Context: an optimization exercise on an open-source flow, tuned for small area and a short achievable clock period. The choices shown serve that exercise and are no tape-out recipe.
Where RTL was checked, it was by simulation tests only, not by an equivalence proof against the original.
Power is estimated from default activity; no workload was simulated.

## the baseline
==> flow/design.v <==
module EX (
    input clk,
    input rst_n,
    input en,
    input stage_ID_EX__EX_regwrite,
    input stage_ID_EX__EX_memtoreg,
    input stage_ID_EX__EX_memread,
    input stage_ID_EX__EX_memwrite,
    input stage_ID_EX__EX_alusrc,
    input [1:0] stage_ID_EX__EX_aluop,
    input stage_ID_EX__EX_regdst,
    input stage_ID_EX__EX_sys_en,
    input [31:0]stage_ID_EX__EX_rs_data,
    input [31:0]stage_ID_EX__EX_rt_data,
    input [4:0]stage_ID_EX__EX_rs_id,
    input [4:0]stage_ID_EX__EX_rt_id,
    input [4:0]stage_ID_EX__EX_rd_id,
    input [31:0]stage_ID_EX__EX_sign_ext,
    input [2:0]stage_ID_EX__EX_funct3,
    input sys__EX_done,
    output reg stage_EX_MEM__MEM_regwrite,
    output reg stage_EX_MEM__MEM_memtoreg,
    output reg stage_EX_MEM__MEM_memread,
    output reg stage_EX_MEM__MEM_memwrite,
    output reg [31:0] stage_EX_MEM__MEM_alures,
    output reg [31:0] stage_EX_MEM__MEM_store_data,
    output reg [4:0]  stage_EX_MEM__MEM_rd_id,
    output EX__HDUbr_regwrite,
    output EX__HDU_memread,
    output [4:0] EX__HDU_HDUbr_rd_id,
    output EX_stall_for_sys,
    input  FU__EX_rs_wb,
    input  FU__EX_rs_mem,
    input  FU__EX_rt_wb,
    input  FU__EX_rt_mem,
    input [31:0]  WB__EX_for_help,
    input [31:0]  MEM__EX_for_help
);
wire rs_m = FU__EX_rs_mem;
wire rs_w = ~FU__EX_rs_mem & FU__EX_rs_wb;
wire rs_d = ~FU__EX_rs_mem & ~FU__EX_rs_wb;
wire rt_m = FU__EX_rt_mem;
wire rt_w = ~FU__EX_rt_mem & FU__EX_rt_wb;
wire rt_d = ~FU__EX_rt_mem & ~FU__EX_rt_wb;
wire [31:0] rs = (MEM__EX_for_help & {32{rs_m}}) | (WB__EX_for_help & {32{rs_w}}) |
                 (stage_ID_EX__EX_rs_data & {32{rs_d}});
wire [31:0] rt = (MEM__EX_for_help & {32{rt_m}}) | (WB__EX_for_help & {32{rt_w}}) |
                 (stage_ID_EX__EX_rt_data & {32{rt_d}});
wire b_e = stage_ID_EX__EX_alusrc;
wire b_m = ~stage_ID_EX__EX_alusrc & rt_m;
wire b_w = ~stage_ID_EX__EX_alusrc & rt_w;
wire b_d = ~stage_ID_EX__EX_alusrc & rt_d;
wire [31:0] b  = (stage_ID_EX__EX_sign_ext & {32{b_e}}) | (MEM__EX_for_help & {32{b_m}}) |
                 (WB__EX_for_help & {32{b_w}}) | (stage_ID_EX__EX_rt_data & {32{b_d}});
wire [4:0] op = {stage_ID_EX__EX_aluop, stage_ID_EX__EX_funct3};
wire op_add = (op == 5'b00000) | (op == 5'b01000);
wire op_sub = (op == 5'b10000);
wire op_sll = (op == 5'b01001);
wire op_srl = (op == 5'b01101);
wire op_sra = (op == 5'b10101);
wire op_xor = (op == 5'b01100);
wire op_or  = (op == 5'b01110);
wire op_and = (op == 5'b01111);
wire ld   = rst_n & en;           
wire s_p  = ld & (op_add | op_sub | op_xor | op_or);
wire s_g  = ld & (op_or | op_and);
wire s_c  = ld & (op_add | op_sub);
wire s_sr = ld & (op_srl | op_sra);
wire s_sl = ld & op_sll;
wire s_h  = rst_n & ~en;          
wire        sub = stage_ID_EX__EX_aluop[1];
wire [31:0] bx  = b ^ {32{sub}};
wire [31:0] p   = rs ^ bx;
wire [31:0] g   = rs & bx;
wire [31:0] Gs [0:5];
wire [31:0] Ps [0:5];
assign Gs[0] = {g[31:1], g[0] | (p[0] & sub)};
assign Ps[0] = p;
genvar i, k;
generate
  for (k = 0; k < 5; k = k + 1) begin : lv
    for (i = 0; i < 32; i = i + 1) begin : bt
      if ((i >> k) % 2 == 1) begin : nd
        localparam integer J = ((i >> k) << k) - 1;
        assign Gs[k+1][i] = Gs[k][i] | (Ps[k][i] & Gs[k][J]);
        assign Ps[k+1][i] = Ps[k][i] & Ps[k][J];
      end else begin : pass
        assign Gs[k+1][i] = Gs[k][i];
        assign Ps[k+1][i] = Ps[k][i];
      end
    end
  end
endgenerate
wire [31:0] c = {Gs[5][30:0], sub};
wire [31:0] al = (p & {32{s_p}}) ^ ((g & {32{s_g}}) | (c & {32{s_c}}));
wire [31:0] rs_rev;
generate
  for (i = 0; i < 32; i = i + 1) begin : rv
    assign rs_rev[i] = rs[31-i];
  end
endgenerate
wire [31:0] x    = op_sll ? rs_rev : rs;
wire        fill = op_sra & rs[31];
wire [4:0]  sh   = b[4:0];
wire [31:0] x1 = sh[0] ? {fill, x[31:1]}            : x;
wire [31:0] x2 = sh[1] ? {{2{fill}}, x1[31:2]}      : x1;
wire [31:0] x3 = sh[2] ? {{4{fill}}, x2[31:4]}      : x2;
wire [31:0] x4 = sh[3] ? {{8{fill}}, x3[31:8]}      : x3;
wire [31:0] y  = sh[4] ? {{16{fill}}, x4[31:16]}    : x4;
wire [31:0] y_rev;
generate
  for (i = 0; i < 32; i = i + 1) begin : yr
    assign y_rev[i] = y[31-i];
  end
endgenerate
wire [31:0] alu_d = al | (y & {32{s_sr}}) | (y_rev & {32{s_sl}}) |
                    (stage_EX_MEM__MEM_alures & {32{s_h}});
reg curr_state;
assign EX_stall_for_sys = curr_state ? ~sys__EX_done : stage_ID_EX__EX_sys_en;
always @(posedge clk) begin
    curr_state <= rst_n & EX_stall_for_sys;
end
wire [4:0] rd_sel = stage_ID_EX__EX_regdst ? stage_ID_EX__EX_rd_id : stage_ID_EX__EX_rt_id;
always @(posedge clk) begin
    stage_EX_MEM__MEM_alures <= alu_d;
    stage_EX_MEM__MEM_store_data <= (rt & {32{ld}}) | (stage_EX_MEM__MEM_store_data & {32{s_h}});
end
always @(posedge clk) begin
    if (!rst_n) begin
        stage_EX_MEM__MEM_regwrite <= 0;
        stage_EX_MEM__MEM_memtoreg <= 0;
        stage_EX_MEM__MEM_memread <= 0;
        stage_EX_MEM__MEM_memwrite <= 0;
        stage_EX_MEM__MEM_rd_id <= 0;
    end else if (en) begin
        stage_EX_MEM__MEM_regwrite <= ~EX_stall_for_sys & stage_ID_EX__EX_regwrite;
        stage_EX_MEM__MEM_memtoreg <= ~EX_stall_for_sys & stage_ID_EX__EX_memtoreg;
        stage_EX_MEM__MEM_memread  <= ~EX_stall_for_sys & stage_ID_EX__EX_memread;
        stage_EX_MEM__MEM_memwrite <= ~EX_stall_for_sys & stage_ID_EX__EX_memwrite;
        stage_EX_MEM__MEM_rd_id      <= rd_sel;
    end
end
assign EX__HDU_HDUbr_rd_id = rd_sel;
assign EX__HDU_memread = stage_ID_EX__EX_memread;
assign EX__HDUbr_regwrite = stage_ID_EX__EX_regwrite;
endmodule
export LEC_CHECK = 0
export ABC_AREA = 1
export CAP_MARGIN = 20
export CORE_MARGIN = 2
export CORE_UTILIZATION = 40
export SETUP_SLACK_MARGIN = 1.8
export SLEW_MARGIN = 20
create_clock -name core_clock -period 5.2 [get_ports {clk}]
standard.sh (not shown) runs the stock make flow with config.mk's settings and CLKGATE_MAP_FILE= SYNTH_SCRIPT=/design/flow/synth_recipe.tcl, a recipe that flattens the netlist after the stock synthesis.
==> flow/flow/run.sh <==
#!/bin/bash
# Standard layout, but buffer the ports with the smallest buffer cell.
set -o pipefail
bash standard.sh BUFFER_PORTS_ARGS="-buffer_cell sky130_fd_sc_hd__buf_1" finish > flow_standard.log 2>&1
Relative to the baseline, the following input files were edited for the candidate:
diff --git a/flow/design.v b/flow/design.v
--- a/flow/design.v
+++ b/flow/design.v
@@ -45,14 +45,9 @@
 wire [31:0] rs = (MEM__EX_for_help & {32{rs_m}}) | (WB__EX_for_help & {32{rs_w}}) |
                  (stage_ID_EX__EX_rs_data & {32{rs_d}});
 wire [31:0] rt = (MEM__EX_for_help & {32{rt_m}}) | (WB__EX_for_help & {32{rt_w}}) |
                  (stage_ID_EX__EX_rt_data & {32{rt_d}});
-wire b_e = stage_ID_EX__EX_alusrc;
-wire b_m = ~stage_ID_EX__EX_alusrc & rt_m;
-wire b_w = ~stage_ID_EX__EX_alusrc & rt_w;
-wire b_d = ~stage_ID_EX__EX_alusrc & rt_d;
-wire [31:0] b  = (stage_ID_EX__EX_sign_ext & {32{b_e}}) | (MEM__EX_for_help & {32{b_m}}) |
-                 (WB__EX_for_help & {32{b_w}}) | (stage_ID_EX__EX_rt_data & {32{b_d}});
+wire [31:0] b  = stage_ID_EX__EX_alusrc ? stage_ID_EX__EX_sign_ext : rt;
 wire [4:0] op = {stage_ID_EX__EX_aluop, stage_ID_EX__EX_funct3};
 wire op_add = (op == 5'b00000) | (op == 5'b01000);
 wire op_sub = (op == 5'b10000);
 wire op_sll = (op == 5'b01001);
@@ -122,22 +117,23 @@
 end
 wire [4:0] rd_sel = stage_ID_EX__EX_regdst ? stage_ID_EX__EX_rd_id : stage_ID_EX__EX_rt_id;
 always @(posedge clk) begin
     stage_EX_MEM__MEM_alures <= alu_d;
-    stage_EX_MEM__MEM_store_data <= (rt & {32{ld}}) | (stage_EX_MEM__MEM_store_data & {32{s_h}});
 end
 always @(posedge clk) begin
     if (!rst_n) begin
         stage_EX_MEM__MEM_regwrite <= 0;
         stage_EX_MEM__MEM_memtoreg <= 0;
         stage_EX_MEM__MEM_memread <= 0;
         stage_EX_MEM__MEM_memwrite <= 0;
+        stage_EX_MEM__MEM_store_data <= 0;
         stage_EX_MEM__MEM_rd_id <= 0;
     end else if (en) begin
         stage_EX_MEM__MEM_regwrite <= ~EX_stall_for_sys & stage_ID_EX__EX_regwrite;
         stage_EX_MEM__MEM_memtoreg <= ~EX_stall_for_sys & stage_ID_EX__EX_memtoreg;
         stage_EX_MEM__MEM_memread  <= ~EX_stall_for_sys & stage_ID_EX__EX_memread;
         stage_EX_MEM__MEM_memwrite <= ~EX_stall_for_sys & stage_ID_EX__EX_memwrite;
+        stage_EX_MEM__MEM_store_data <= rt;
         stage_EX_MEM__MEM_rd_id      <= rd_sel;
     end
 end
 assign EX__HDU_HDUbr_rd_id = rd_sel;
--- outcome ---
Fraction of met2 tracks used by global routing: higher on the candidate. Comparing the baseline and the candidate, the lower ratio of final minimum period to clock period was measured on the baseline. Of the baseline and the candidate, the higher worst-case headroom to the max-slew limit belongs to the candidate. The candidate vs the baseline — wire length per cell after detailed routing dropped 1.6%. Relative area change from synthesis to final layout sits lower in the candidate than in the baseline. Where standard cell core area is concerned, the baseline is better than the candidate. [the candidate] total power fell 0.027 mW relative to the baseline. In terms of smallest hold slack, the candidate and the baseline differ only marginally. The baseline → the candidate: power share of the sequential group went up 0.2 points; post-cts resize count +8. The candidate has slew at the pin closest to its max-slew limit below what the baseline had. Summary of the candidate over the baseline: instance count of the mapped netlist increased about 2%; number of violations reported at the end of detailed-routing iteration 0 decreased 16; largest vdd supply drop increased 11%.
For the baseline, only the layout was checked, not whether the RTL still works.

==> re-timing with driven ports <==
How much do the figures lean on ideal ports? The routed layouts below were timed once more, with nothing changed but the port constraints. Step 1: set_driving_cell puts a clkbuf_16 on clk and a buf_2 on each other input, an assumption about the parent block. Step 2 times the ports against the registers' clock, not the clock port: input delays grow and output delays shrink by t, the midpoint of the rising clock arrivals with the driver on. Slacks: no drivers / after step 1 / after step 2; pairs: no drivers / after step 1.
| run | t (ns) | setup WS [ns] | latest minus earliest clock arrival (ns) | worst data-port slew with drivers (ns) | pins driven straight from the clock port |
|---|---|---|---|---|---|
| the baseline | 0.401 | 1.745 / 1.723 / 1.323 | 0.011 / 0.011 | 0.07 | 1 |
| the candidate | 0.404 | 1.735 / 1.739 / 1.335 | 0.014 / 0.014 | 0.09 | 1 |
After both steps setup and hold are still met in every run listed. The setup slack of the baseline, which loses most, moves by -0.022 ns with the drivers and by -0.422 ns with both steps.
